Background: an optimization exercise with open tools, aiming at small area. Do not read the settings as production practice.
At most, simulation tests tie the RTL to the original design; equivalence was not proved.
Power figures rest on the tool's default switching activity, not on a simulated workload.

==> run a <==
Design router_top, start of the top module:
module router_top(
    input        clock,
    input        resetn,
    input        read_enb_0,
    input        read_enb_1,
    input        read_enb_2,
    input  [7:0] data_in,
    input        pkt_valid,
    output [7:0] data_out_0,
    output [7:0] data_out_1,
    output [7:0] data_out_2,
    output       valid_out_0,
    output       valid_out_1,
    output       valid_out_2,
    output       error,
    output       busy
);
Settings: LEC_CHECK=0, CAP_MARGIN=20, CORE_MARGIN=2, CORE_UTILIZATION=40, SLEW_MARGIN=20, SYNTH_HIERARCHICAL=1, SYNTH_MINIMUM_KEEP_SIZE=0; clock period 5.0 ns.
run.sh (not shown) runs the stock make flow with config.mk's settings and CLKGATE_MAP_FILE= SYNTH_SCRIPT=/design/flow/synth_recipe.tcl, a recipe that flattens the netlist after the stock synthesis.
==> inputs of run b, as changes to run a <==
==> flow/flow/run.sh (new file) <==
#!/bin/bash
# The standard ORFS layout (standard.sh) with two steps given their own arguments:
# - clock tree: mid-size clock buffers (clkbuf_8) in clusters of up to 17 sinks
#   and no dummy loads, instead of clkbuf_16 with dummy loads;
# - port buffers: every input and output port still gets a buffer, a buf_1.
# All output goes to standard.log here; ORFS's per-step logs are under orfs/logs.
set -euo pipefail
export CTS_ARGS="-sink_clustering_enable -repair_clock_nets -dont_use_dummy_load -buf_list sky130_fd_sc_hd__clkbuf_8 -sink_clustering_size 17 -sink_clustering_max_diameter 80"
export BUFFER_PORTS_ARGS="-buffer_cell sky130_fd_sc_hd__buf_1"
bash standard.sh > standard.log 2>&1
==> flow/standard.sh (new file) <==
#!/bin/bash
# synth_recipe.tcl (not shown) runs the flow's synth.tcl, then flattens the netlist and writes it again
# the make line also repeats each setting of config.mk as NAME=value (left out here)
make -C /OpenROAD-flow-scripts/flow DESIGN_CONFIG=/design/flow/config.mk WORK_HOME=/design/flow/orfs CLKGATE_MAP_FILE= SYNTH_SCRIPT=/design/flow/synth_recipe.tcl "${@:-finish}"
- CORE_UTILIZATION: 40 -> 60
- PLACE_DENSITY: default -> 0.75
removed: flow/run.sh
==> results.sh <==
export IMPL_start_util_pct=61.04
export IMPL_max_clock_freq_ghz=0.2854
export IMPL_wl_per_cell_um=23.20
export IMPL_status="timing/DRC/antenna clean"
export IMPL_use_met1_pct=35.60
export IMPL_slew_limit_headroom_pct=26.66
export IMPL_power_frac_comb_pct=14.0
# the run above: run b

==> results.sh <==
export IMPL_start_util_pct=40.58
export IMPL_clk_path_buf_depth=3
export IMPL_power_frac_comb_pct=11.3
export IMPL_numCtsBuffers=57
export IMPL_slew_limit_headroom_pct=27.57
export IMPL_wl_per_cell_um=21.27
export IMPL_max_clock_freq_ghz=0.2617
export IMPL_status="timing/DRC/antenna clean"
# the run above: run a

Function was not checked in any run of this note: the RTL went through the layout flow alone.

========
==> quartz: inputs <==
==> flow/design.v <==
module router_fifo(
    input            clock,
    input            resetn,
    input            write_enb,
    input            soft_reset,
    input            read_enb,
    input            hdr_in,         
    input      [7:0] data_in,
    output           empty,
    output           full,
    output reg [7:0] data_out);
    reg  [7:0] mem [0:15];
    reg [15:0] hdr;
    reg        wrapped;              
    reg  [4:0] rd_ptr, wr_ptr;
    reg  [6:0] cnt_m1;               
    wire eq_lo = (rd_ptr[3:0] == wr_ptr[3:0]);
    assign empty = eq_lo & (rd_ptr[4] == wr_ptr[4]);
    assign full  = eq_lo & (rd_ptr[4] != wr_ptr[4]);
    wire clr = ~resetn | soft_reset;
    wire we  = write_enb & ~full;
    wire [15:0] wsel = 16'd1 << wr_ptr[3:0];
    wire [15:0] rsel = 16'd1 << rd_ptr[3:0];
    integer i;
    always @(posedge clock) begin
        for (i = 0; i < 16; i = i + 1)
            if (we & wsel[i]) mem[i] <= data_in;
    end
    always @(posedge clock) begin
        for (i = 0; i < 16; i = i + 1)
            if (we & wsel[i]) hdr[i] <= hdr_in;
    end
    always @(posedge clock) begin
        if (clr) begin
            wr_ptr  <= 5'd0;
            wrapped <= 1'b0;
        end else if (we) begin
            wr_ptr <= wr_ptr + 5'd1;
            if (&wr_ptr[3:0]) wrapped <= 1'b1;
        end
    end
    wire rvalid = wrapped | (rd_ptr[3:0] < wr_ptr[3:0]);
    reg [7:0] rdata;
    reg       rhdr;
    always @(*) begin
        rdata = 8'd0;
        rhdr  = 1'b0;
        for (i = 0; i < 16; i = i + 1) begin
            rdata = rdata | (mem[i] & {8{rsel[i]}});
            rhdr  = rhdr | (hdr[i] & rsel[i]);
        end
    end
    wire cnt_zero = &cnt_m1;
    wire rd_ok    = read_enb & ~empty;
    wire do_read  = rd_ok & ~cnt_zero & ~soft_reset;
    wire rd_data  = do_read & rvalid;
    always @(posedge clock) begin
        if (!resetn) begin
            data_out <= 8'd0;
            rd_ptr   <= 5'd0;
        end else begin
            data_out <= rd_data ? rdata : 8'd0;
            if (do_read) rd_ptr <= rd_ptr + 5'd1;
        end
    end
    always @(posedge clock) begin
        if (clr) cnt_m1 <= 7'h7f;
        else if (rhdr & rvalid) cnt_m1 <= {1'b0, rdata[7:2]};
        else if (rd_ok) cnt_m1 <= cnt_m1 - 7'd1;
    end
endmodule
module router_fsm(
    input        clock,
    input        resetn,
    input        pkt_valid,
    input        parity_done,
    input  [1:0] data_in,
    input        soft_reset,
    input        fifo_full,
    input        low_pkt_valid,
    input        fifo_empty_0,
    input        fifo_empty_1,
    input        fifo_empty_2,
    output       busy,
    output       detect_add,
    output       ld_state,
    output       laf_state,
    output       full_state,
    output       write_enb_reg,
    output       rst_int_reg,
    output       lfd_state);
    localparam DECODE_ADDRESS     = 3'b000,
               LOAD_FIRST_DATA    = 3'b001,
               LOAD_DATA          = 3'b010,
               LOAD_PARITY        = 3'b011,
               FIFO_FULL_STATE    = 3'b100,
               LOAD_AFTER_FULL    = 3'b101,
               WAIT_TILL_EMPTY    = 3'b110,
               CHECK_PARITY_ERROR = 3'b111;
    reg [2:0] state, next_state;
    reg [1:0] addr;
    always @(posedge clock) begin
        if (!resetn) addr <= 2'd0;
        else addr <= data_in;
    end
    always @(posedge clock) begin
        if (!resetn | soft_reset) state <= DECODE_ADDRESS;
        else state <= next_state;
    end
    reg empty_in, empty_addr;
    always @(*) begin
        case (data_in)
            2'd0: empty_in = fifo_empty_0;
            2'd1: empty_in = fifo_empty_1;
            default: empty_in = fifo_empty_2;
        endcase
        case (addr)
            2'd0: empty_addr = fifo_empty_0;
            2'd1: empty_addr = fifo_empty_1;
            2'd2: empty_addr = fifo_empty_2;
            default: empty_addr = 1'b0;
        endcase
    end
    wire take_hdr = pkt_valid & (data_in != 2'd3);
    always @(*) begin
        case (state)
            DECODE_ADDRESS:     next_state = !take_hdr ? DECODE_ADDRESS :
                                             empty_in ? LOAD_FIRST_DATA : WAIT_TILL_EMPTY;
            LOAD_FIRST_DATA:    next_state = LOAD_DATA;
            LOAD_DATA:          next_state = fifo_full ? FIFO_FULL_STATE :
                                             !pkt_valid ? LOAD_PARITY : LOAD_DATA;
            LOAD_PARITY:        next_state = CHECK_PARITY_ERROR;
            FIFO_FULL_STATE:    next_state = fifo_full ? FIFO_FULL_STATE : LOAD_AFTER_FULL;
            LOAD_AFTER_FULL:    next_state = parity_done ? DECODE_ADDRESS :
                                             low_pkt_valid ? LOAD_PARITY : LOAD_DATA;
            WAIT_TILL_EMPTY:    next_state = empty_addr ? LOAD_FIRST_DATA : WAIT_TILL_EMPTY;
            default:            next_state = fifo_full ? FIFO_FULL_STATE : DECODE_ADDRESS;
        endcase
    end
    assign detect_add    = (state == DECODE_ADDRESS);
    assign lfd_state     = (state == LOAD_FIRST_DATA);
    assign ld_state      = (state == LOAD_DATA);
    assign full_state    = (state == FIFO_FULL_STATE);
    assign laf_state     = (state == LOAD_AFTER_FULL);
    assign rst_int_reg   = (state == CHECK_PARITY_ERROR);
    assign busy          = ~(detect_add | ld_state);
    assign write_enb_reg = ld_state | (state == LOAD_PARITY) | laf_state;
endmodule
module router_reg(
    input            clock,
    input            resetn,
    input            pkt_valid,
    input      [7:0] data_in,
    input            fifo_full,
    input            rst_int_reg,
    input            detect_add,
    input            ld_state,
    input            laf_state,
    input            lfd_state,
    output reg       parity_done,
    output reg       low_pkt_valid,
    output reg       err,
    output reg [7:0] dout);
    reg [7:0] fifo_full_state;
    reg [7:0] internal_parity;
    reg [7:0] packet_parity;
    wire take_hdr = detect_add & pkt_valid & (data_in[1:0] != 2'b11);
    always @(posedge clock) begin
        if (!resetn) dout <= 8'd0;
        else if (take_hdr | (ld_state & ~fifo_full)) dout <= data_in;
        else if (laf_state) dout <= fifo_full_state;
    end
    always @(posedge clock) begin
        if (!resetn) fifo_full_state <= 8'd0;
        else if (ld_state & fifo_full) fifo_full_state <= data_in;
    end
    always @(posedge clock) begin
        if (!resetn) parity_done <= 1'b0;
        else if ((ld_state & ~fifo_full & ~pkt_valid) | (laf_state & low_pkt_valid)) parity_done <= 1'b1;
        else if (detect_add) parity_done <= 1'b0;
    end
    always @(posedge clock) begin
        if (!resetn | rst_int_reg) low_pkt_valid <= 1'b0;
        else if (~pkt_valid & ld_state) low_pkt_valid <= 1'b1;
    end
    always @(posedge clock) begin
        if (!resetn) err <= 1'b0;
        else err <= parity_done & (internal_parity != packet_parity);
    end
    always @(posedge clock) begin
        if (!resetn) packet_parity <= 8'd0;
        else if ((ld_state & ~pkt_valid & ~fifo_full) | (laf_state & low_pkt_valid & parity_done))
            packet_parity <= data_in;
        else if ((~pkt_valid & rst_int_reg) | detect_add)
            packet_parity <= 8'd0;
    end
    always @(posedge clock) begin
        if (!resetn) internal_parity <= 8'd0;
        else if (lfd_state) internal_parity <= dout;
        else if (ld_state & pkt_valid) internal_parity <= internal_parity ^ data_in;
        else if (~pkt_valid & rst_int_reg) internal_parity <= 8'd0;
    end
endmodule
module router_sync(
    input            clock,
    input            resetn,
    input      [1:0] data_in,
    input            detect_add,
    input            write_enb_reg,
    input            read_enb_0, read_enb_1, read_enb_2,
    input            empty_0, empty_1, empty_2,
    input            full_0, full_1, full_2,
    output     [2:0] write_enb,
    output reg       fifo_full,
    output reg       soft_reset_0, soft_reset_1, soft_reset_2);
    reg [1:0] sel;
    always @(posedge clock) begin
        if (!resetn) sel <= 2'd0;
        else if (detect_add) sel <= data_in;
    end
    always @(*) begin
        case (sel)
            2'd0: fifo_full = full_0;
            2'd1: fifo_full = full_1;
            2'd2: fifo_full = full_2;
            default: fifo_full = 1'b0;
        endcase
    end
    assign write_enb[0] = write_enb_reg & (sel == 2'd0);
    assign write_enb[1] = write_enb_reg & (sel == 2'd1);
    assign write_enb[2] = write_enb_reg & (sel == 2'd2);
    reg [4:0] count0, count1, count2;
    wire wait0 = ~empty_0 & ~read_enb_0;
    wire wait1 = ~empty_1 & ~read_enb_1;
    wire wait2 = ~empty_2 & ~read_enb_2;
    wire hit0 = (count0 == 5'd29);
    wire hit1 = (count1 == 5'd29);
    wire hit2 = (count2 == 5'd29);
    always @(posedge clock) begin
        if (!resetn | ~wait0 | hit0) count0 <= 5'd0;
        else count0 <= count0 + 5'd1;
        soft_reset_0 <= resetn & wait0 & hit0;
    end
    always @(posedge clock) begin
        if (!resetn | ~wait1 | hit1) count1 <= 5'd0;
        else count1 <= count1 + 5'd1;
        soft_reset_1 <= resetn & wait1 & hit1;
    end
    always @(posedge clock) begin
        if (!resetn | ~wait2 | hit2) count2 <= 5'd0;
        else count2 <= count2 + 5'd1;
        soft_reset_2 <= resetn & wait2 & hit2;
    end
endmodule
module router_top(
    input        clock,
    input        resetn,
    input        read_enb_0,
    input        read_enb_1,
    input        read_enb_2,
    input  [7:0] data_in,
    input        pkt_valid,
    output [7:0] data_out_0,
    output [7:0] data_out_1,
    output [7:0] data_out_2,
    output       valid_out_0,
    output       valid_out_1,
    output       valid_out_2,
    output       error,
    output       busy
);
    wire [2:0] write_enb;
    wire [7:0] dout;
    wire empty_0, empty_1, empty_2, full_0, full_1, full_2;
    wire soft_reset_0, soft_reset_1, soft_reset_2;
    wire fifo_full, parity_done, low_pkt_valid;
    wire detect_add, ld_state, laf_state, full_state, write_enb_reg, rst_int_reg, lfd_state;
    reg hdr_next;
    always @(posedge clock) begin
        if (!resetn) hdr_next <= 1'b0;
        else hdr_next <= lfd_state;
    end
    router_fsm fsm(.clock(clock), .resetn(resetn), .pkt_valid(pkt_valid),
                   .parity_done(parity_done), .data_in(data_in[1:0]),
                   .soft_reset(soft_reset_0 | soft_reset_1 | soft_reset_2),
                   .fifo_full(fifo_full), .low_pkt_valid(low_pkt_valid),
                   .fifo_empty_0(empty_0), .fifo_empty_1(empty_1), .fifo_empty_2(empty_2),
                   .busy(busy), .detect_add(detect_add), .ld_state(ld_state), .laf_state(laf_state),
                   .full_state(full_state), .write_enb_reg(write_enb_reg), .rst_int_reg(rst_int_reg),
                   .lfd_state(lfd_state));
    router_sync sync(.clock(clock), .resetn(resetn), .data_in(data_in[1:0]),
                     .detect_add(detect_add), .write_enb_reg(write_enb_reg),
                     .read_enb_0(read_enb_0), .read_enb_1(read_enb_1), .read_enb_2(read_enb_2),
                     .empty_0(empty_0), .empty_1(empty_1), .empty_2(empty_2),
                     .full_0(full_0), .full_1(full_1), .full_2(full_2),
                     .write_enb(write_enb), .fifo_full(fifo_full),
                     .soft_reset_0(soft_reset_0), .soft_reset_1(soft_reset_1), .soft_reset_2(soft_reset_2));
    router_reg regs(.clock(clock), .resetn(resetn), .pkt_valid(pkt_valid), .data_in(data_in),
                    .fifo_full(fifo_full), .rst_int_reg(rst_int_reg), .detect_add(detect_add),
                    .ld_state(ld_state), .laf_state(laf_state), .lfd_state(lfd_state),
                    .parity_done(parity_done), .low_pkt_valid(low_pkt_valid),
                    .err(error), .dout(dout));
    router_fifo fifo_0(.clock(clock), .resetn(resetn), .write_enb(write_enb[0]), .soft_reset(soft_reset_0),
                       .read_enb(read_enb_0), .hdr_in(hdr_next), .data_in(dout),
                       .empty(empty_0), .full(full_0), .data_out(data_out_0));
    router_fifo fifo_1(.clock(clock), .resetn(resetn), .write_enb(write_enb[1]), .soft_reset(soft_reset_1),
                       .read_enb(read_enb_1), .hdr_in(hdr_next), .data_in(dout),
                       .empty(empty_1), .full(full_1), .data_out(data_out_1));
    router_fifo fifo_2(.clock(clock), .resetn(resetn), .write_enb(write_enb[2]), .soft_reset(soft_reset_2),
                       .read_enb(read_enb_2), .hdr_in(hdr_next), .data_in(dout),
                       .empty(empty_2), .full(full_2), .data_out(data_out_2));
    assign valid_out_0 = ~empty_0;
    assign valid_out_1 = ~empty_1;
    assign valid_out_2 = ~empty_2;
endmodule
==> flow/run.sh <==
#!/bin/bash
# synth_recipe.tcl (not shown) runs the flow's synth.tcl, then flattens the netlist and writes it again
# the make line also repeats each setting of config.mk as NAME=value (left out here)
make -C /OpenROAD-flow-scripts/flow DESIGN_CONFIG=/design/flow/config.mk WORK_HOME=/design/flow/orfs CLKGATE_MAP_FILE= SYNTH_SCRIPT=/design/flow/synth_recipe.tcl finish
==> flow/config.mk <==
export PLATFORM = sky130hd
export DESIGN_NAME = router_top
export DESIGN_NICKNAME = router_top
export VERILOG_FILES = /design/flow/design.v
export SDC_FILE = /design/flow/constraint.sdc
export NUM_CORES = 4
export LEC_CHECK = 0
export CAP_MARGIN = 20
export CORE_MARGIN = 2
export CORE_UTILIZATION = 40
export CTS_BUF_LIST = sky130_fd_sc_hd__clkbuf_4
export CTS_CLUSTER_SIZE = 20
export GPL_TIMING_DRIVEN = 0
export SLEW_MARGIN = 20
==> flow/constraint.sdc <==
create_clock -name core_clock -period 5.0 [get_ports {clock}]
set_input_delay 1.0000 -clock core_clock [delete_from_list [all_inputs] [get_ports {clock}]]
set_output_delay 1.0000 -clock core_clock [all_outputs]
set_load 0.01 [all_outputs]
==> xenon (differences from quartz) <==
--- a/flow/config.mk
+++ b/flow/config.mk
@@ -8,7 +8,4 @@
 export CAP_MARGIN = 20
 export CORE_MARGIN = 2
 export CORE_UTILIZATION = 40
-export CTS_BUF_LIST = sky130_fd_sc_hd__clkbuf_4
-export CTS_CLUSTER_SIZE = 20
-export GPL_TIMING_DRIVEN = 0
 export SLEW_MARGIN = 20
==> run notes <==
Against xenon, the register-to-register slack of quartz is lower by 0.74 ns.
Of xenon and quartz, quartz has the higher combinational power (gap 12%, measured against quartz).
Against xenon, the fmax of quartz is lower by 14%.
Against quartz, the setup slack of xenon is better by 0.62 ns.
Against xenon, the critical path depth of quartz is higher by 1.
Between quartz and xenon, the lower hold slack is in quartz (gap 0.038 ns).
Of xenon and quartz, quartz has the higher first-iteration DRC count (gap about 2%, measured against quartz).
Against quartz, the count of clock-buffer cells in the layout of xenon is lower by 152.
==> figures <==
	xenon	quartz
Result of the run	timing/DRC/antenna clean	timing/DRC/antenna clean
Total vias in the final route	14785	15901
Clock network power	4.41 mW	4.09 mW
R2R Setup Slk	1.55 ns	0.81 ns
Peak supply drop	0.397 mV	0.235 mV
Worst endpoint data arrival time	2.79 ns	3.40 ns
Leakage Power	9.03 nW	9.42 nW
Total power divided by cell area	470 mW/mm^2	456 mW/mm^2
Met1 track demand over resource in global routing	0.278	0.278
Detailed-route wire length	58600 microns	62900 microns
Seq pwr	6.05 mW	5.94 mW
DRC violation total after the first TritonRoute iteration	1551	1582
Final period demand of the worst path	3.79 ns	4.40 ns
Global-route usage over all layers	0.195	0.211
Total combinational power	2.00 mW	2.26 mW
Post-Place Setup Slack	1.57 ns	0.865 ns
Combined buffer and inverter count along the critical path	2	3

-- static timing again, ports no longer ideal --
The results above use ideal ports. As a check the final layouts listed here were re-extracted and re-timed, cells and wires unchanged. Step 1: set_driving_cell puts a clkbuf_16 on clock and a buf_2 on each other input, an assumption about the parent block. Step 2 times the ports against the registers' clock, not the clock port: input delays grow and output delays shrink by t, the midpoint of the rising clock arrivals with the driver on. a / b / c = ideal / step 1 / step 2; a / b = the first two.
| run | t, ns | slack for setup (ns) | hold WS [ns] | worst slew at a driven data input, ns | cell pins on the clock port's net |
|---|---|---|---|---|---|
| run a | 0.652 | 1.179 / 1.125 / 1.777 | 0.463 / 0.463 / 0.463 | 0.12 | 1 |
| run b | 0.643 | 1.496 / 1.449 / 1.583 | 0.476 / 0.476 / 0.476 | 0.03 | 1 |
| quartz | 1.000 | 0.596 / 0.537 / 0.808 | 0.431 / 0.395 / 0.474 | 0.05 | 1 |
| xenon | 0.666 | 1.214 / 1.155 / 1.545 | 0.469 / 0.469 / 0.469 | 0.03 | 1 |
After both steps setup and hold are still met in every run listed.
